Background: an optimization exercise with open tools, aiming at small area, a short achievable clock period and few clock cycles. Do not read the settings as production practice. Where RTL was checked, it was by simulation tests only, not by an equivalence proof against the original. The RTL of run 1 was laid out without a check of its function.

==> flow/design.v <==
module MIPS(
    clk,
    rst_n,
    in_valid,
    instruction,
    output_reg,
    out_valid,
    out_1,
    out_2,
    out_3,
    out_4,
    instruction_fail
);
input clk;
input rst_n;
input in_valid;
input [31:0] instruction;
input [19:0] output_reg;
output logic out_valid, instruction_fail;
output logic [15:0] out_1, out_2, out_3, out_4;
function automatic [5:0] dec(input [4:0] c);
    dec[0] = (c == 5'b10001);
    dec[1] = (c == 5'b10010);
    dec[2] = (c == 5'b01000);
    dec[3] = (c == 5'b10111);
    dec[4] = (c == 5'b11111);
    dec[5] = (c == 5'b10000);
endfunction
function automatic [15:0] strip(input [15:0] x);
    logic [15:0] y;
    y = x;
    if (y[7:0] == 8'd0) y = y >> 8;
    if (y[3:0] == 4'd0) y = y >> 4;
    if (y[1:0] == 2'd0) y = y >> 2;
    if (y[0] == 1'b0)   y = y >> 1;
    strip = y;
endfunction
function automatic [3:0] ctz(input [15:0] x);
    logic [15:0] y;
    y = x;
    ctz[3] = (y[7:0] == 8'd0); if (ctz[3]) y = y >> 8;
    ctz[2] = (y[3:0] == 4'd0); if (ctz[2]) y = y >> 4;
    ctz[1] = (y[1:0] == 2'd0); if (ctz[1]) y = y >> 2;
    ctz[0] = (y[0] == 1'b0);
endfunction
function automatic pow2(input [15:0] x);
    pow2 = (x != 16'd0) && ((x & (x - 16'd1)) == 16'd0);
endfunction
logic [15:0] R [0:5];
logic [15:0] A, B;
logic [3:0]  sh;
logic op_add, op_and, op_or, op_nor, op_shl, op_shr;
logic busy;
logic [5:0] dest;
logic [3:0] hit;
logic [5:0] osel [0:3];
logic [5:0]  rs1h, rt1h, rd1h, wdest;
logic        rtype, addi, f_add, f_and, f_or, f_nor, f_shl, f_shr, f_gcd, is_gcd;
logic        fail, za, zb;
logic [15:0] ra, rb;
logic [5:0]  zf;
assign rs1h  = dec(instruction[25:21]);
assign rt1h  = dec(instruction[20:16]);
assign rd1h  = dec(instruction[15:11]);
assign rtype = (instruction[31:26] == 6'b000000);
assign addi  = (instruction[31:26] == 6'b001000);
assign f_add = (instruction[6:0] == 7'b0100000);
assign f_and = (instruction[6:0] == 7'b0100100);
assign f_or  = (instruction[6:0] == 7'b0100101);
assign f_nor = (instruction[6:0] == 7'b0100111);
assign f_shl = (instruction[6:0] == 7'b0000000);
assign f_shr = (instruction[6:0] == 7'b0000010);
assign f_gcd = (instruction[6:0] == 7'b1111000);
assign is_gcd = rtype && f_gcd;
assign wdest = rtype ? rd1h : rt1h;
always_comb begin
    ra = 16'd0;
    rb = 16'd0;
    for (int j = 0; j < 6; j++) begin
        zf[j] = (R[j] == 16'd0);
        ra = ra | ({16{rs1h[j]}} & R[j]);
        rb = rb | ({16{rt1h[j]}} & R[j]);
    end
end
assign za = |(rs1h & zf);
assign zb = |(rt1h & zf);
assign fail = !(rtype || addi) || !(|rs1h) || !(|rt1h) ||
              (rtype && (!(|rd1h) ||
                         !(f_add || f_and || f_or || f_nor || f_shl || f_shr || f_gcd))) ||
              (is_gcd && (za || zb));
logic [15:0] sa, sb;
logic        pa, pb, gterm;
assign sa = strip(ra);
assign sb = strip(rb);
assign pa = pow2(ra);
assign pb = pow2(rb);
assign gterm = (sa == sb) || pa || pb;
logic [16:0] d0a, d1a;
logic [15:0] d0b, d1b, d0, d1;
logic [15:0] u1, v1, u2, v2;
logic        t1, t2;
assign d0a = {1'b0, A} - {1'b0, B};
assign d0b = B - A;
assign d0  = d0a[16] ? d0b : d0a[15:0];
assign u1  = d0a[16] ? A : B;
assign v1  = strip({1'b0, d0[15:1]});
assign t1  = (v1 == 16'd1) || (v1 == u1);
assign d1a = {1'b0, u1} - {1'b0, v1};
assign d1b = v1 - u1;
assign d1  = d1a[16] ? d1b : d1a[15:0];
assign u2  = d1a[16] ? u1 : v1;
assign v2  = strip({1'b0, d1[15:1]});
assign t2  = (v2 == 16'd1) || (v2 == u2);
logic [15:0] res;
always_comb begin
    res = ({16{op_add}} & (A + B))
        | ({16{op_and}} & (A & B))
        | ({16{op_or}}  & (A | B))
        | ({16{op_nor}} & ~(A | B))
        | ({16{op_shl}} & (B << sh))
        | ({16{op_shr}} & (B >> sh));
end
always_ff @(posedge clk or negedge rst_n) begin
    if (!rst_n) begin
        out_valid <= 1'b0;
        busy <= 1'b0;
    end else if (in_valid) begin
        out_valid <= !(is_gcd && !fail && !gterm);
        busy <= is_gcd && !fail && !gterm;
    end else if (busy) begin
        out_valid <= t1 || t2;
        busy <= !(t1 || t2);
    end else begin
        out_valid <= 1'b0;
    end
end
always_ff @(posedge clk) begin
    if (in_valid) begin
        A <= is_gcd ? sa : ra;
        if (is_gcd) B <= {sb[15:1] & {15{!pa}}, sb[0]};
        else if (addi) B <= instruction[15:0];
        else B <= rb;
        sh <= is_gcd ? ctz(ra | rb) : instruction[10:7];
        op_add <= addi || f_add;
        op_and <= !addi && f_and;
        op_or  <= !addi && f_or;
        op_nor <= !addi && f_nor;
        op_shl <= !addi && (f_shl || f_gcd);
        op_shr <= !addi && f_shr;
        instruction_fail <= fail;
        dest <= fail ? 6'd0 : wdest;
        hit[0] <= !fail && |(dec(output_reg[4:0])   & wdest);
        hit[1] <= !fail && |(dec(output_reg[9:5])   & wdest);
        hit[2] <= !fail && |(dec(output_reg[14:10]) & wdest);
        hit[3] <= !fail && |(dec(output_reg[19:15]) & wdest);
        osel[0] <= fail ? 6'd0 : dec(output_reg[4:0])   & ~wdest;
        osel[1] <= fail ? 6'd0 : dec(output_reg[9:5])   & ~wdest;
        osel[2] <= fail ? 6'd0 : dec(output_reg[14:10]) & ~wdest;
        osel[3] <= fail ? 6'd0 : dec(output_reg[19:15]) & ~wdest;
    end else if (busy) begin
        A <= u2;
        B <= t1 ? v1 : v2;
    end
end
always_ff @(posedge clk or negedge rst_n) begin
    if (!rst_n) begin
        for (int j = 0; j < 6; j++) R[j] <= 16'd0;
    end else begin
        for (int j = 0; j < 6; j++)
            if (out_valid && dest[j]) R[j] <= res;
    end
end
logic [15:0] o [0:3];
always_comb begin
    for (int k = 0; k < 4; k++) begin
        o[k] = {16{hit[k]}} & res;
        for (int j = 0; j < 6; j++)
            o[k] = o[k] | ({16{osel[k][j]}} & R[j]);
    end
end
assign out_1 = o[0];
assign out_2 = o[1];
assign out_3 = o[2];
assign out_4 = o[3];
endmodule
==> flow/run.sh <==
#!/bin/bash
# synth_recipe.tcl (not shown) runs the flow's synth.tcl, then flattens the netlist and writes it again
# the make line also repeats each setting of config.mk as NAME=value (left out here)
make -C /OpenROAD-flow-scripts/flow DESIGN_CONFIG=/design/flow/config.mk WORK_HOME=/design/flow/orfs CLKGATE_MAP_FILE= SYNTH_SCRIPT=/design/flow/synth_recipe.tcl finish
==> flow/config.mk <==
export PLATFORM = sky130hd
export DESIGN_NAME = MIPS
export DESIGN_NICKNAME = MIPS
export VERILOG_FILES = /design/flow/design.v
export SDC_FILE = /design/flow/constraint.sdc
export NUM_CORES = 4
export LEC_CHECK = 0
export CAP_MARGIN = 20
export CORE_MARGIN = 2
export CORE_UTILIZATION = 30
export PLACE_DENSITY = 0.45
export SLEW_MARGIN = 20
==> flow/constraint.sdc <==
create_clock -name core_clock -period 32.0 [get_ports {clk}]
set_input_delay 6.4000 -clock core_clock [delete_from_list [all_inputs] [get_ports {clk}]]
set_output_delay 6.4000 -clock core_clock [all_outputs]
set_load 0.01 [all_outputs]
==> results of run 1 <==
[routing by layer]
layer	routed length, um	share of wire [%]	track usage [%]
met2	52200	44	44.9
met5	13	0.011	0
met1	52800	44	42.0
met3	10700	9.0	5.64
met4	3100	2.6	8.17
[cell type report]
type	count	area (um^2)
Sequential cell	175	4760
Antenna cell	2	5.00
Fill cell	8176	50600
Clock inverter	14	175
Inverter	118	448
Tap cell	978	1220
Multi-Input combinational cell	2525	16500
Clock buffer	18	450
Timing Repair Buffer	180	1650
[critical path: stages]
cell and delay (ns):
clkdlybuf4s50_1 0.63, and4_1 0.29, and2_1 0.45, a22oi_1 0.29
and3_1 0.57, nand4_1 0.72, nor2_1 0.96, a21oi_1 0.30
o21a_1 0.29, inv_1 0.38, mux2i_1 0.45, xor2_1 0.19
nand4_1 0.13, nor3_1 0.20, a31oi_1 0.25, a31o_1 0.27
[worst paths after layout]
path | from | end | slack, ns | cells past startpoint
worst min register to register | busy | busy | 0.53 | 1
min in group asynchronous | rst_n | R[3][2] | 5.90 | 1
max in group asynchronous | rst_n | R[0][10] | 24.85 | 2
worst max register to register | B[2] | busy | 19.82 | 32
worst min-delay path | busy | busy | 0.53 | 1
worst max-delay path | instruction[17] | busy | 19.58 | 16
[sequential cells by signal, summed over array words and instances, names as in the netlist]
| name | cells |
|---|---|
| sh | 4 |
| B | 16 |
| op_or | 1 |
| R | 96 |
| A | 16 |
| busy | 1 |
| dest | 6 |
| op_and | 1 |
| op_add | 1 |
| out_valid | 1 |
| hit | 4 |
| instruction_fail | 1 |
| osel | 24 |
| op_nor | 1 |
| op_shr | 1 |
| op_shl | 1 |
[cell usage after synthesis (49+ instances only)]
cell / instances / area, um^2
nand2_1: 260 / 976
ha_1: 93 / 1160
edfxtp_1: 77 / 2310
o211ai_1: 66 / 495
a22oi_1: 161 / 1210
a21oi_1: 281 / 1410
nor2_1: 343 / 1290
a221oi_1: 85 / 744
dfrtp_1: 98 / 2450
mux2i_1: 75 / 751
nor3_1: 49 / 245
nand3_1: 92 / 460
clkbuf_1: 255 / 957
inv_1: 109 / 409
o21ai_0: 205 / 1030
[stage by stage]
stage / instances / util, %
after floorplan: 3152 / -
after global placement: 3976 / 32.3
after detailed placement: 3976 / 32.4
after CTS: 4008 / 33.2
after global routing: 4008 / 33.2
final: 4010 / 33.2
[logic make-up after synthesis]
| kind of cell | Yosys count |
|---|---|
| compound gates | 1179 |
| simple gates | 1073 |
| buf+inv | 452 |
| flops | 175 |
| mux | 111 |
| fa+ha+maj | 102 |
| xor+xnor | 60 |
==> out/qor.yml, run 1 <==
cts:
  cts_sinks: 175
  cts_tree: "built"
  cts_buffers: 17
  worstSkewPairLatency_ns: 0.51
  ctsResizeCount: 0
  clockBufferDepth: 2
  root_buffer: "clkbuf_16"
  clk_pin_slew_worst_paths_ns: 0.08
  h-tree-depth: 4
  hold_buffers: 0
  post_cts_buffers: 0
setup_path:
  worstSetupStartpointType: "primary input"
  critPathArrivalTime_ns: 12.82
  crit_fanout: 17
  crit_path_end_kind: "flop"
  critical_path_class: "primary input to flop"
  required_ns: 32.40
die:
  core-area_um2: 75800
  start_util_pct: 30.3
  die_w_um: 281
  die-area_um2: 78800
  pin_count: 121
  rows: 101
  die_h_um: 281
layout:
  final_area_um2: 25200
  final_common_cell: "nor2_1"
  drive_above_1_share_pct: 6.73
  final_cell_mix: "nor2_1, a21oi_1, nand2_1"
  syn2layout_area_growth_pct: 9.65
  final_nets: 3170
sta:
  finalSetupTns_ns: 0
  fmax_ghz: 0.0805
  slew_headroom_pct: 18.2
  drv_slew: 0
  fin_crit_sh_pct: 38.8
  worstMarginPinSlew_ns: 1.21
  layout_setup_ws_ns: 19.58
  rsz0062_at_grt: "no"
  fin_skew_ns: 0.0237
  holdWs_ns: 0.529
  setup_violations: 0
  min_period_ns: 12.42
  hold_violations: 0
detailed_routing:
  drtAntennaViolNets: 0
  wl_per_cell_um: 29.6
  drt-total-wl_um: 119000
  drc_errors: 0
  first_pass_iters: 7
  drt_iter0_markers: 4093
  routed_via_density: 6.63
  num_vias: 26600
global_route:
  grt_usage_pct: 29.4
  grt_max_degree: 62
  antenna_found_initial: 8
  grt_pass1_wl_um: 174000
  grt_pass1_vias: 24600
  grt_overflow: 0
yosys:
  ys_types: 117
  synth_edf_count: 77
  synth_compound_area_share_pct: 35.5
  yosysSeqAreaShare_pct: 20.7
  synth_seq_cells: 175
  async_reset_ff_share_pct: 56.0
  synth_top_family_by_area: "compound AO/OA/AOI/OAI gates"
  yosys_warnings: 4
  synth_cells: 3152
  syn-num-nets: 3305
  synth-simple-area-share_pct: 22.7
  synthMuxAreaShare_pct: 5.30
  synthAdderAreaFrac_pct: 5.68
  synth_area_per_cell_um2: 7.29
  synth-xor-area-share_pct: 2.29
  syn_area_um2: 23000
  synthFlopType: "dfrtp_1"
place:
  dp_slack_ns: 19.13
  hpwlAfterDp_um: 92700
  placed_cell_area_um2: 24500
  gp_congestion: 1.02
  port_buffers: 120
outcome:
  status: "no timing/DRC/antenna violations"
hold_path:
  hold_path.class: "flop to flop"
run:
  maxCapViolations: 0
==> run 2, diff against run 1 <==
--- a/flow/design.v
+++ b/flow/design.v
@@ -43,13 +43,33 @@
     ctz[1] = (y[1:0] == 2'd0); if (ctz[1]) y = y >> 2;
     ctz[0] = (y[0] == 1'b0);
 endfunction
-function automatic pow2(input [15:0] x);
-    pow2 = (x != 16'd0) && ((x & (x - 16'd1)) == 16'd0);
+function automatic onehot16(input [15:0] x);
+    logic any, multi;
+    any = 1'b0;
+    multi = 1'b0;
+    for (int i = 0; i < 16; i++) begin
+        multi = multi | (any & x[i]);
+        any = any | x[i];
+    end
+    onehot16 = any && !multi;
+endfunction
+function automatic [15:0] sstrip(input [15:0] x, input neg);
+    logic [16:0] y;
+    y = {neg, x};
+    if (y[7:0] == 8'd0) y = {{8{neg}}, y[16:8]};
+    if (y[3:0] == 4'd0) y = {{4{neg}}, y[16:4]};
+    if (y[1:0] == 2'd0) y = {{2{neg}}, y[16:2]};
+    if (y[0] == 1'b0)   y = {neg, y[16:1]};
+    sstrip = {y[15:1] ^ {15{neg}}, y[0]};
+endfunction
+function automatic [15:0] rev(input [15:0] x);
+    for (int i = 0; i < 16; i++) rev[i] = x[15 - i];
 endfunction
 logic [15:0] R [0:5];
 logic [15:0] A, B;
+logic        Bneg;
 logic [3:0]  sh;
-logic op_add, op_and, op_or, op_nor, op_shl, op_shr;
+logic op_add, op_and, op_or, op_nor, op_shl, op_shr, op_one;
 logic busy;
 logic [5:0] dest;
 logic [3:0] hit;
@@ -88,37 +108,34 @@
               (rtype && (!(|rd1h) ||
                          !(f_add || f_and || f_or || f_nor || f_shl || f_shr || f_gcd))) ||
               (is_gcd && (za || zb));
-logic [15:0] sa, sb;
-logic        pa, pb, gterm;
-assign sa = strip(ra);
-assign sb = strip(rb);
-assign pa = pow2(ra);
-assign pb = pow2(rb);
-assign gterm = (sa == sb) || pa || pb;
-logic [16:0] d0a, d1a;
-logic [15:0] d0b, d1b, d0, d1;
-logic [15:0] u1, v1, u2, v2;
+logic        pa, pb, eqab, p2, gterm;
+assign pa = onehot16(ra);
+assign pb = onehot16(rb);
+assign p2 = pa || pb;
+assign eqab = (ra == rb);
+assign gterm = eqab || p2;
+logic [15:0] us1, vs1, vs2, u1, u2;
+logic [16:0] d1, d2;
 logic        t1, t2;
-assign d0a = {1'b0, A} - {1'b0, B};
-assign d0b = B - A;
-assign d0  = d0a[16] ? d0b : d0a[15:0];
-assign u1  = d0a[16] ? A : B;
-assign v1  = strip({1'b0, d0[15:1]});
-assign t1  = (v1 == 16'd1) || (v1 == u1);
-assign d1a = {1'b0, u1} - {1'b0, v1};
-assign d1b = v1 - u1;
-assign d1  = d1a[16] ? d1b : d1a[15:0];
-assign u2  = d1a[16] ? u1 : v1;
-assign v2  = strip({1'b0, d1[15:1]});
-assign t2  = (v2 == 16'd1) || (v2 == u2);
-logic [15:0] res;
+assign us1 = strip(A);
+assign vs1 = sstrip(B, Bneg);
+assign d1  = {1'b0, us1} - {1'b0, vs1};
+assign u1  = d1[16] ? us1 : vs1;
+assign t1  = (d1 == 17'd0) || (vs1 == 16'd1);
+assign vs2 = sstrip(d1[15:0], d1[16]);
+assign d2  = {1'b0, u1} - {1'b0, vs2};
+assign u2  = d2[16] ? u1 : vs2;
+assign t2  = (d2 == 17'd0) || (vs2 == 16'd1);
+logic [15:0] res, shl;
+assign shl = B << sh;
 always_comb begin
     res = ({16{op_add}} & (A + B))
         | ({16{op_and}} & (A & B))
         | ({16{op_or}}  & (A | B))
         | ({16{op_nor}} & ~(A | B))
-        | ({16{op_shl}} & (B << sh))
-        | ({16{op_shr}} & (B >> sh));
+        | ({16{op_shl}} & shl)
+        | ({16{op_shr}} & rev(shl))
+        | ({16{op_one}} & (16'd1 << sh));
 end
 always_ff @(posedge clk or negedge rst_n) begin
     if (!rst_n) begin
@@ -136,16 +153,20 @@
 end
 always_ff @(posedge clk) begin
     if (in_valid) begin
-        A <= is_gcd ? sa : ra;
-        if (is_gcd) B <= {sb[15:1] & {15{!pa}}, sb[0]};
-        else if (addi) B <= instruction[15:0];
+        A <= ra;
+        if (addi) B <= instruction[15:0];
+        else if (rtype && f_shr) B <= rev(rb);
         else B <= rb;
-        sh <= is_gcd ? ctz(ra | rb) : instruction[10:7];
+        Bneg <= 1'b0;
+        if (!is_gcd) sh <= instruction[10:7];
+        else if (eqab && !p2) sh <= 4'd0;
+        else sh <= ctz(ra | rb);
         op_add <= addi || f_add;
         op_and <= !addi && f_and;
         op_or  <= !addi && f_or;
         op_nor <= !addi && f_nor;
-        op_shl <= !addi && (f_shl || f_gcd);
+        op_shl <= !addi && (f_shl || (f_gcd && !p2));
+        op_one <= !addi && f_gcd && p2;
         op_shr <= !addi && f_shr;
         instruction_fail <= fail;
         dest <= fail ? 6'd0 : wdest;
@@ -159,7 +180,10 @@
         osel[3] <= fail ? 6'd0 : dec(output_reg[19:15]) & ~wdest;
     end else if (busy) begin
         A <= u2;
-        B <= t1 ? v1 : v2;
+        if (t1) B <= u1;
+        else if (t2) B <= u2;
+        else B <= d2[15:0];
+        Bneg <= d2[16];
     end
 end
 always_ff @(posedge clk or negedge rst_n) begin
--- a/flow/config.mk
+++ b/flow/config.mk
@@ -5,6 +5,7 @@
 export SDC_FILE = /design/flow/constraint.sdc
 export NUM_CORES = 4
 export LEC_CHECK = 0
+export ABC_AREA = 1
 export CAP_MARGIN = 20
 export CORE_MARGIN = 2
 export CORE_UTILIZATION = 30
==> run 2 against run 1 <==
Still clean on timing, DRC and antenna. Fmax increased by 3.6%. Area after synthesis decreased by 9.4%. Utilization increased by 1.1 points. Die area decreased by 9.2%.
==> out/qor.yml, run 2 <==
yosys:
  synth_top_area_cell: "nand2_1"  # was dfrtp_1
  synth_area_per_cell_um2: 6.28  # was 7.29 um^2
  yosys_warnings: 4  # unchanged
  yosys-top-cells-area: "nand2_1, dfrtp_1, edfxtp_1"  # was dfrtp_1, edfxtp_1, a21oi_1
  async_reset_ff_share_pct: 55.4  # was 56.0%
  synthFlopType: "dfrtp_1"  # unchanged
  yosysSeqAreaShare_pct: 23.1  # was 20.7%
  synth_top_area_share_pct: 17.0  # was 10.7%
  syn-num-nets: 3441  # was 3305
  yosys-top-cells-count: "nand2_1, inv_1, o21ai_0, nor2_1, nand3_1"  # was nor2_1, a21oi_1, nand2_1, clkbuf_1, o21ai_0
  syn_area_um2: 20800  # was 23000 um^2
  synth_edf_count: 78  # was 77
  synth_cells: 3314  # was 3152
  ys_types: 63  # was 117
  synth_seq_cells: 177  # was 175
  yosysMostFrequentCell: "nand2_1"  # was nor2_1
die:
  die_w_um: 267  # was 281 um
  pin_count: 121  # unchanged
  die_h_um: 267  # was 281 um
  start_util_pct: 30.3  # about the same
  rows: 96  # was 101
  die-area_um2: 71500  # was 78800 um^2
  core-area_um2: 68600  # was 75800 um^2
cts:
  cts_tree: "built"  # unchanged
  post_cts_buffers: 0  # unchanged
  clk_pin_slew_worst_paths_ns: 0.08  # about the same
  cts_sinks: 177  # was 175
  clockBufferDepth: 2  # unchanged
  hold_buffers: 0  # unchanged
  worstSkewPairLatency_ns: 0.51  # about the same
  h-tree-depth: 4  # unchanged
  root_buffer: "clkbuf_16"  # unchanged
  ctsResizeCount: 0  # unchanged
  cts_buffers: 17  # unchanged
layout:
  largest_reg_flops: 96  # unchanged
  final-seq-area_um2: 4810  # was 4760 um^2
  largest_register: "R"  # unchanged
  insertedDiodeCount: 0  # was 2
  filler_cell_count: 7491  # was 8176
  multiInputGateArea_um2: 13800  # was 16500 um^2
  final_common_cell: "nand2_1"  # was nor2_1
  syn2layout_area_growth_pct: 13.1  # was 9.65%
  drive_above_1_share_pct: 7.68  # was 6.73%
  final_nets: 3488  # was 3170
  final_cell_mix: "nand2_1, inv_1, o21ai_0"  # was nor2_1, a21oi_1, nand2_1
  top_regs: "R (96), osel (24)"  # unchanged
sta:
  hold_violations: 0  # unchanged
  finalSetupTns_ns: 0  # unchanged
  fmax_ghz: 0.0834  # was 0.0805 GHz
  fin_crit_sh_pct: 37.5  # was 38.8%
  rsz0062_at_grt: "no"  # unchanged
  worstMarginPinSlew_ns: 1.17  # was 1.21 ns
  drv_slew: 0  # unchanged
  setup_violations: 0  # unchanged
  slew_headroom_pct: 21.7  # was 18.2%
  fin_skew_ns: 0.0216  # was 0.0237 ns
  min_period_ns: 11.99  # was 12.42 ns
place:
  hpwlAfterDp_um: 80500  # was 92700 um
  gp_congestion: 0.977  # was 1.02
  port_buffers: 120  # unchanged
setup_path:
  worstSetupStartpointType: "flop"  # was primary input
  critPathArrivalTime_ns: 5.59  # was 12.82 ns
  critical_path_class: "flop to output pin"  # was primary input to flop
  required_ns: 25.60  # was 32.40 ns
  cpMostUsedCell: "nor2_1"  # was nand4_1
  crit_path_end_kind: "output pin"  # was flop
  crit_fanout: 10  # was 17
  slowest_delay_ns: 0.53  # was 0.96 ns
  cp_slowest_cell: "clkdlybuf4s50_1"  # was nor2_1
detailed_routing:
  drt_iter0_markers: 2469  # was 4093
  first_pass_iters: 6  # was 7
  drtAntennaViolNets: 0  # unchanged
  num_vias: 24500  # was 26600
  routed_via_density: 5.68  # was 6.63
  drt-total-wl_um: 105000  # was 119000 um
  drc_errors: 0  # unchanged
  wl_per_cell_um: 24.4  # was 29.6 um
global_route:
  grt_max_degree: 58  # was 62
  grt_pass1_vias: 23300  # was 24600
  grt_pass1_wl_um: 154000  # was 174000 um
  grt_overflow: 0  # unchanged
  antenna_found_initial: 0  # was 8
  grt_usage_pct: 28.9  # was 29.4%
outcome:
  status: "no timing/DRC/antenna violations"  # unchanged
run:
  maxCapViolations: 0  # unchanged
hold_path:
  hold_path.class: "flop to flop"  # unchanged
## run 2: final cells by class
cell class	instances	share of cell area, %
sequential	177	20.4
clock inverter	15	0.861
tap	931	4.95
inverter	421	6.71
clock buffer	17	1.81
timing repair buffer	174	6.80
multi-input combinational	2570	58.4
## run 2: final timing paths
path | slack (ns) | depth (start not counted) | from | to
min reg2reg | 0.55 | 1 | busy | Bneg
max | 20.01 | 35 | B[1] | out_3[15]
min | 0.55 | 1 | busy | Bneg
max reg2reg | 22.33 | 44 | A[7] | B[3]
max in group asynchronous | 24.80 | 2 | rst_n | R[2][0]
min in group asynchronous | 5.88 | 1 | rst_n | R[3][13]
## run 2: per-layer routing
| layer | vias to the layer above | GRT usage, % | share of wire (%) |
|---|---|---|---|
| li1 | 11400 | - | - |
| met1 | 11700 | 38.3 | 43 |
| met2 | 1157 | 47.5 | 46 |
| met3 | 203 | 5.34 | 7.4 |
| met4 | 0 | 9.17 | 3.1 |
| met5 | - | 0.347 | 0 |
## run 2: logic make-up after synthesis
logic type | after synthesis | synth area share [%]
AOI/OAI and AO/OA | 736 | 22.1
adders and majority gates | 73 | 4.45
muxes | 10 | 0.481
buffers and inverters | 567 | 11.0
DFF | 177 | 23.1
and+or+nand+nor | 1726 | 37.7
xor gates and xnor gates | 25 | 1.14
## run 2: per-stage QoR
stage | cells | hold slack (ns) | worst slack [ns] | cell area, um^2 | utilization [%]
6_report | 4305 | 0.550 | 20.01 | 23500 | 34.3
5_1_grt | 4305 | 0.572 | 19.40 | 23500 | 34.3
4_1_cts | 4305 | 0.541 | 19.97 | 23500 | 34.3
3_5_place_dp | 4273 | 0.523 | 20.54 | 22900 | 33.4
3_3_place_gp | 4273 | 0.530 | 20.48 | 22900 | 33.4
2_1_floorplan | 3314 | 0.458 | 21.67 | 20800 | -
## run 2: worst max-delay path: cells and delay by family, from the launching register on
| family | cells | cell delay (ns) |
|---|---|---|
| simple gates | 19 | 1.64 |
| buf+inv | 4 | 0.98 |
| fa+ha+maj | 1 | 0.24 |
| flops | 1 | 0.48 |
| compound gates | 11 | 1.75 |
Testbench counts of run 2, summed over its fixed seeds: cycles 6,181.
==> run 3, diff against run 2 <==
--- a/flow/config.mk
+++ b/flow/config.mk
@@ -5,7 +5,6 @@
 export SDC_FILE = /design/flow/constraint.sdc
 export NUM_CORES = 4
 export LEC_CHECK = 0
-export ABC_AREA = 1
 export CAP_MARGIN = 20
 export CORE_MARGIN = 2
 export CORE_UTILIZATION = 30
==> run 3 against run 2 <==
Still clean. First-iteration DRC count increased by 31%. Global-route usage decreased by 1.7 points. Clock skew decreased by 0.0074 ns. Area after synthesis increased by 1.4%. Via count decreased by 4.4%. Design area decreased by 1.1%. Critical path depth decreased by 16. Synthesized cell count decreased by 15%. Flip-flop and latch count unchanged. Sequential share of layout area increased by 0.23 points.
==> out/qor.yml, run 3 <==
yosys:
  synth_seq_cells: 177  # unchanged
  synth_compound_area_share_pct: 32.3  # was 22.1%
  yosys_warnings: 4  # unchanged
  yosysSeqAreaShare_pct: 22.8  # was 23.1%
  synth-xor-area-share_pct: 3.39  # was 1.14%
  synth_top_family_by_area: "compound AO/OA/AOI/OAI gates"  # was simple AND/OR/NAND/NOR gates
  synthAdderAreaFrac_pct: 4.49  # was 4.45%
  synthFlopType: "dfrtp_1"  # unchanged
  ys_types: 117  # was 63
  synth-simple-area-share_pct: 23.1  # was 37.7%
  synth_area_per_cell_um2: 7.49  # was 6.28 um^2
  synth_top_area_cell: "dfrtp_1"  # was nand2_1
  syn-num-nets: 2946  # was 3441
  synth_edf_count: 78  # unchanged
  yosys-top-cells-count: "nor2_1, a21oi_1, a22oi_1, clkbuf_1, nand2_1"  # was nand2_1, inv_1, o21ai_0, nor2_1, nand3_1
  syn_area_um2: 21100  # was 20800 um^2
  synthMuxAreaShare_pct: 6.28  # was 0.481%
  async_reset_ff_share_pct: 55.4  # unchanged
  yosys-top-cells-area: "dfrtp_1, edfxtp_1, a22oi_1"  # was nand2_1, dfrtp_1, edfxtp_1
  yosysMostFrequentCell: "nor2_1"  # was nand2_1
  synth_top_area_share_pct: 11.6  # was 17.0%
  synth_cells: 2819  # was 3314
setup_path:
  worstSetupStartpointType: "flop"  # unchanged
  critPathArrivalTime_ns: 5.67  # was 5.59 ns
  r2r_slack_ns: 20.35  # was 22.33 ns
  critical_path_class: "flop to output pin"  # unchanged
  rr_worst_depth: 28  # was 44
  required_ns: 25.60  # about the same
  crit_path_end_kind: "output pin"  # unchanged
  crit_fanout: 15  # was 10
sta:
  rsz0062_at_grt: "no"  # unchanged
  hold_violations: 0  # unchanged
  worstMarginPinSlew_ns: 1.16  # was 1.17 ns
  slew_headroom_pct: 22.4  # was 21.7%
  finalSetupTns_ns: 0  # unchanged
  fin_skew_ns: 0.0141  # was 0.0216 ns
  fmax_ghz: 0.0828  # was 0.0834 GHz
  min_period_ns: 12.07  # was 11.99 ns
  setup_violations: 0  # unchanged
  fin_crit_sh_pct: 37.7  # was 37.5%
  drv_slew: 0  # unchanged
detailed_routing:
  drt-total-wl_um: 103000  # was 105000 um
  drc_errors: 0  # unchanged
  drtAntennaViolNets: 0  # unchanged
  routed_via_density: 6.39  # was 5.68
  first_pass_iters: 8  # was 6
  drt_iter0_markers: 3243  # was 2469
  num_vias: 23400  # was 24500
  wl_per_cell_um: 28.2  # was 24.4 um
layout:
  top_regs: "R (96), osel (24)"  # unchanged
  final_cell_mix: "nor2_1, a21oi_1, a22oi_1"  # was nand2_1, inv_1, o21ai_0
  largest_reg_flops: 96  # unchanged
  drive_above_1_share_pct: 6.00  # was 7.68%
  final_nets: 2831  # was 3488
  post-route-util_pct: 33.4  # was 34.3%
  insertedDiodeCount: 0  # unchanged
  syn2layout_area_growth_pct: 10.3  # was 13.1%
  largest_register: "R"  # unchanged
  final_common_cell: "nor2_1"  # was nand2_1
die:
  die_w_um: 269  # was 267 um
  start_util_pct: 30.2  # was 30.3%
  die_h_um: 269  # was 267 um
  die-area_um2: 72500  # was 71500 um^2
  core-area_um2: 69800  # was 68600 um^2
  pin_count: 121  # unchanged
  rows: 97  # was 96
hold_path:
  hold_path.class: "flop to flop"  # unchanged
  hold_depth: 1  # unchanged
global_route:
  grt_overflow: 0  # unchanged
  grt_pass1_vias: 22200  # was 23300
  antenna_found_initial: 2  # was 0
  grt_usage_pct: 27.2  # was 28.9%
  grt_max_degree: 63  # was 58
  grt_pass1_wl_um: 151000  # was 154000 um
place:
  hpwlAfterDp_um: 77600  # was 80500 um
  gp_congestion: 0.950  # was 0.977
  port_buffers: 120  # unchanged
cts:
  clk_pin_slew_worst_paths_ns: 0.08  # about the same
  ctsResizeCount: 0  # unchanged
  cts_sinks: 177  # unchanged
  post_cts_buffers: 0  # unchanged
  cts_buffers: 17  # unchanged
  h-tree-depth: 4  # unchanged
  clockBufferDepth: 2  # unchanged
  worstSkewPairLatency_ns: 0.48  # was 0.51 ns
  cts_tree: "built"  # unchanged
  root_buffer: "clkbuf_16"  # unchanged
  hold_buffers: 0  # unchanged
outcome:
  status: "no timing/DRC/antenna violations"  # unchanged
run:
  maxCapViolations: 0  # unchanged
-- run 3: cell count changes after synthesis, moves of 102 or more --
cell,previous run,this run
nand2_1,944,199
inv_1,399,113
a22oi_1,3,224
o21ai_0,297,123
nand3_1,203,54
a21oi_1,140,263
clkbuf_1,103,205
-- run 3: worst max-delay path, stage by stage, from the launching register on --
cell and delay, ns:
edfxtp_1 0.70, ha_1 0.40, fa_1 0.43, a21o_1 0.18
a21o_1 0.19, a21oi_1 0.20, nor2_1 0.06, nor2_1 0.15
o21bai_1 0.08, a21oi_1 0.23, o21bai_1 0.09, a21oi_1 0.22
o21bai_1 0.09, a21oi_1 0.26, xnor2_1 0.13, a221oi_1 0.66
buf_4 0.30, nand2b_1 0.12, nand4_1 0.17, clkdlybuf4s50_1 0.53
-- run 3: area by class of cell --
class | count | area, um^2
tap | 940 | 1180
fill | 7460 | 46500
clock buffer | 17 | 425
clock inverter | 15 | 169
sequential | 177 | 4810
inverter | 114 | 428
timing repair buffer | 160 | 1490
multi-input combinational | 2234 | 14800
-- run 3: worst paths after layout --
kind                        from   endpoint
max                         B[0]  out_3[12]
min                         busy       Bneg
max reg2reg                 B[0]       B[0]
min reg2reg                 busy       Bneg
max in group asynchronous  rst_n    R[5][1]
min in group asynchronous  rst_n   R[0][11]
-- run 3: logic make-up after synthesis --
kind of cell | after synthesis
xor+xnor | 77
flops | 177
compound gates | 981
buf+inv | 408
mux | 122
fa+ha+maj | 75
simple gates | 979
-- run 3: metrics by stage --
step	setup WS, ns	cell area, um^2	instances	hold slack [ns]
3_5_place_dp	19.90	22700	3624	0.581
4_1_cts	19.72	23300	3656	0.602
3_3_place_gp	19.79	22700	3624	0.575
2_1_floorplan	21.70	21100	2819	0.468
5_1_grt	19.59	23300	3657	0.624
6_report	19.93	23300	3657	0.608
-- run 3: routing by layer --
layer  vias up  wire (um)  track usage [%]
met5         -         14                0
met4         4       5140             12.6
met3       288       7060             3.58
met2      1304      49200             46.1
met1     11400      41600             34.2
li1      10400          -                -
==> run 4, diff against run 3 <==
==> flow/flow/run.sh (new file) <==
#!/bin/bash
# Standard layout (the standard.sh, unchanged synthesis and steps), with
# timing repair asked to over-fix setup by a margin, so that the achieved
# period improves although the 32 ns target is met without repair.
set -euo pipefail
export SETUP_SLACK_MARGIN=22
bash standard.sh > standard.log 2>&1
==> flow/standard.sh (new file) <==
#!/bin/bash
# synth_recipe.tcl (not shown) runs the flow's synth.tcl, then flattens the netlist and writes it again
# the make line also repeats each setting of config.mk as NAME=value (left out here)
make -C /OpenROAD-flow-scripts/flow DESIGN_CONFIG=/design/flow/config.mk WORK_HOME=/design/flow/orfs CLKGATE_MAP_FILE= SYNTH_SCRIPT=/design/flow/synth_recipe.tcl "${@:-finish}"
--- a/flow/config.mk
+++ b/flow/config.mk
@@ -5,6 +5,7 @@
 export SDC_FILE = /design/flow/constraint.sdc
 export NUM_CORES = 4
 export LEC_CHECK = 0
+export ABC_AREA = 1
 export CAP_MARGIN = 20
 export CORE_MARGIN = 2
 export CORE_UTILIZATION = 30
removed: flow/run.sh
==> run 4 against run 3 <==
Worst setup slack improved by 0.63 ns. Count of clock-buffer cells in the layout unchanged. Flip-flop and latch count unchanged.
==> out/qor.yml, run 4 <==
outcome:
  status: "no timing/DRC/antenna violations"  # unchanged
sta:
  worstMarginPinSlew_ns: 1.24  # was 1.16 ns
  min_period_ns: 11.45  # was 12.07 ns
  finalSetupTns_ns: 0  # unchanged
  fmax_ghz: 0.0874  # was 0.0828 GHz
  fin_skew_ns: 0.0199  # was 0.0141 ns
  setup_violations: 0  # unchanged
  fin_crit_sh_pct: 35.8  # was 37.7%
  slew_headroom_pct: 17.3  # was 22.4%
  hold_violations: 0  # unchanged
  rsz0062_at_grt: "yes"  # was no
  drv_slew: 0  # unchanged
  layout_setup_ws_ns: 20.55  # was 19.93 ns
layout:
  syn2layout_area_growth_pct: 21.4  # was 10.3%
  final_cell_mix: "nand2_1, inv_1, o21ai_0"  # was nor2_1, a21oi_1, a22oi_1
  largest_register: "R"  # unchanged
  top_regs: "R (96), osel (24)"  # unchanged
  final_nets: 3612  # was 2831
  drive_above_1_share_pct: 16.4  # was 6.00%
  largest_reg_flops: 96  # unchanged
  final_common_cell: "nand2_1"  # was nor2_1
  fin_cells: 4432  # was 3657
yosys:
  ys_types: 63  # was 117
  async_reset_ff_share_pct: 55.4  # unchanged
  synth_area_per_cell_um2: 6.28  # was 7.49 um^2
  yosys-top-cells-count: "nand2_1, inv_1, o21ai_0, nor2_1, nand3_1"  # was nor2_1, a21oi_1, a22oi_1, clkbuf_1, nand2_1
  synth_edf_count: 78  # unchanged
  yosys-top-cells-area: "nand2_1, dfrtp_1, edfxtp_1"  # was dfrtp_1, edfxtp_1, a22oi_1
  synth_top_area_cell: "nand2_1"  # was dfrtp_1
  synth_top_area_share_pct: 17.0  # was 11.6%
  synth_seq_cells: 177  # unchanged
  synthFlopType: "dfrtp_1"  # unchanged
  yosys_warnings: 4  # unchanged
  syn-num-nets: 3441  # was 2946
  synth_cells: 3314  # was 2819
  yosysSeqAreaShare_pct: 23.1  # was 22.8%
  syn_area_um2: 20800  # was 21100 um^2
  yosysMostFrequentCell: "nand2_1"  # was nor2_1
detailed_routing:
  drt_iter0_markers: 2481  # was 3243
  first_pass_iters: 6  # was 8
  num_vias: 25400  # was 23400
  drtAntennaViolNets: 0  # unchanged
  routed_via_density: 5.72  # was 6.39
  wl_per_cell_um: 24.5  # was 28.2 um
  drt-total-wl_um: 108000  # was 103000 um
  drc_errors: 0  # unchanged
setup_path:
  crit_path_end_kind: "output pin"  # unchanged
  cpMostUsedCell: "nor2_1"  # was a21oi_1
  slowest_delay_ns: 0.47  # was 0.70 ns
  crit_fanout: 5  # was 15
  worstSetupStartpointType: "flop"  # unchanged
  required_ns: 25.60  # about the same
  rr_worst_depth: 59  # was 28
  cp_slowest_cell: "edfxtp_1"  # unchanged
  critPathArrivalTime_ns: 5.05  # was 5.67 ns
  critical_path_class: "flop to output pin"  # unchanged
die:
  die-area_um2: 71500  # was 72500 um^2
  start_util_pct: 30.3  # was 30.2%
  die_w_um: 267  # was 269 um
  rows: 96  # was 97
  die_h_um: 267  # was 269 um
  pin_count: 121  # unchanged
  core-area_um2: 68600  # was 69800 um^2
place:
  hpwlAfterDp_um: 80900  # was 77600 um
  post-place-cells: 4262  # was 3624
  gp_congestion: 0.981  # was 0.950
  port_buffers: 120  # unchanged
  dp_slack_ns: 20.71  # was 19.90 ns
cts:
  root_buffer: "clkbuf_16"  # unchanged
  worstSkewPairLatency_ns: 0.51  # was 0.48 ns
  clk_pin_slew_worst_paths_ns: 0.08  # about the same
  cts_sinks: 177  # unchanged
  cts_buffers: 17  # unchanged
  cts_tree: "built"  # unchanged
  clockBufferDepth: 2  # unchanged
  h-tree-depth: 4  # unchanged
  hold_buffers: 0  # unchanged
global_route:
  grt_max_degree: 67  # was 63
  grt_usage_pct: 29.6  # was 27.2%
  grt_overflow: 0  # unchanged
  grt_pass1_vias: 24000  # was 22200
  antenna_found_initial: 6  # was 2
  grt_pass1_wl_um: 158000  # was 151000 um
hold_path:
  hold_depth: 1  # unchanged
  hold_path.class: "flop to flop"  # unchanged
run:
  maxCapViolations: 0  # unchanged
## run 4: path summary, 6_finish.rpt
| check | slack [ns] | from | to |
|---|---|---|---|
| worst min register to register | 0.55 | busy | Bneg |
| min in group asynchronous | 5.85 | rst_n | R[5][12] |
| max in group asynchronous | 24.77 | rst_n | R[2][0] |
| worst max-delay path | 20.55 | B[1] | out_2[15] |
| worst max register to register | 22.78 | B[1] | B[2] |
| worst min-delay path | 0.55 | busy | Bneg |
## run 4: area by class of cell
class	instances	area, um^2
Antenna cell	3	7.51
Tap cell	931	1160
Timing Repair Buffer	298	2440
Multi-Input combinational cell	2570	14600
Clock inverter	15	196
Inverter	421	1640
Sequential cell	177	4810
Fill cell	7465	43300
Clock buffer	17	425
## run 4: metrics by stage
stage / utilization, % / hold WS, ns / cell area (um^2)
5_1_grt: 36.8 / 0.585 / 25300
6_report: 36.8 / 0.548 / 25300
3_5_place_dp: 33.3 / 0.541 / 22900
3_3_place_gp: 33.3 / 0.542 / 22900
2_1_floorplan: - / 0.458 / 20900
4_1_cts: 35.6 / 0.543 / 24400
## run 4: metal layers
layer,vias up,global-route usage (%),share of wire (%)
met5,-,0,0.021
met4,4,10.3,3.9
met3,272,5.39,8.5
met2,1301,48.5,45
met1,12100,38.9,42
li1,11700,-,-
## run 4: critical path: cells and delay by family, from the launching register on
kind / cells / cell delay (ns)
compound gates: 11 / 1.63
fa+ha+maj: 1 / 0.20
buf+inv: 4 / 0.60
flops: 1 / 0.47
simple gates: 19 / 1.63
## run 4: kinds of logic after synthesis
group / after synthesis / synth area share, %
adder cells (fa/ha/maj): 73 / 4.45
XOR/XNOR: 25 / 1.14
buffers and inverters: 567 / 11.0
flip-flops: 177 / 23.1
multiplexers: 10 / 0.481
AND/OR/NAND/NOR: 1726 / 37.7
AO/OA/AOI/OAI: 736 / 22.1
## run 4: what timing repair did
action | in CTS | in global routing
setup endpoints to repair | 72 | 106
pin swaps | 24 | 28
gates cloned | 0 | 0
resized for setup | 324 | 120
buffers inserted | 89 | 46

[static timing again, ports no longer ideal]
The flow's constraints put no driver on any port. The routed layouts listed below were extracted and timed again, unchanged, in two steps.
Step 1: set_driving_cell puts a clkbuf_16 on clk and a buf_2 on each other input, an assumption about the parent block.
Step 2 moves the port delays by t, midway between the first and last clock arrival at a register: inputs arrive t later, outputs are due t later. That takes back most of the time a late clock gives input paths.
Three values: no drivers, after step 1, after step 2; two values: the first two.
run | shift t [ns] | setup slack, ns | worst data-port slew with drivers (ns)
run 1 | 0.565 | 19.580 / 19.623 / 19.058 | 0.06
run 2 | 0.559 | 20.011 / 19.950 / 20.446 | 0.14
run 3 | 0.533 | 19.925 / 19.869 / 19.742 | 0.07
run 4 | 0.557 | 20.554 / 20.500 / 21.057 | 0.14
After both steps setup and hold are still met in every run listed. The setup slack of run 1, which loses most, moves by +0.043 ns with the drivers and by -0.522 ns with both steps.
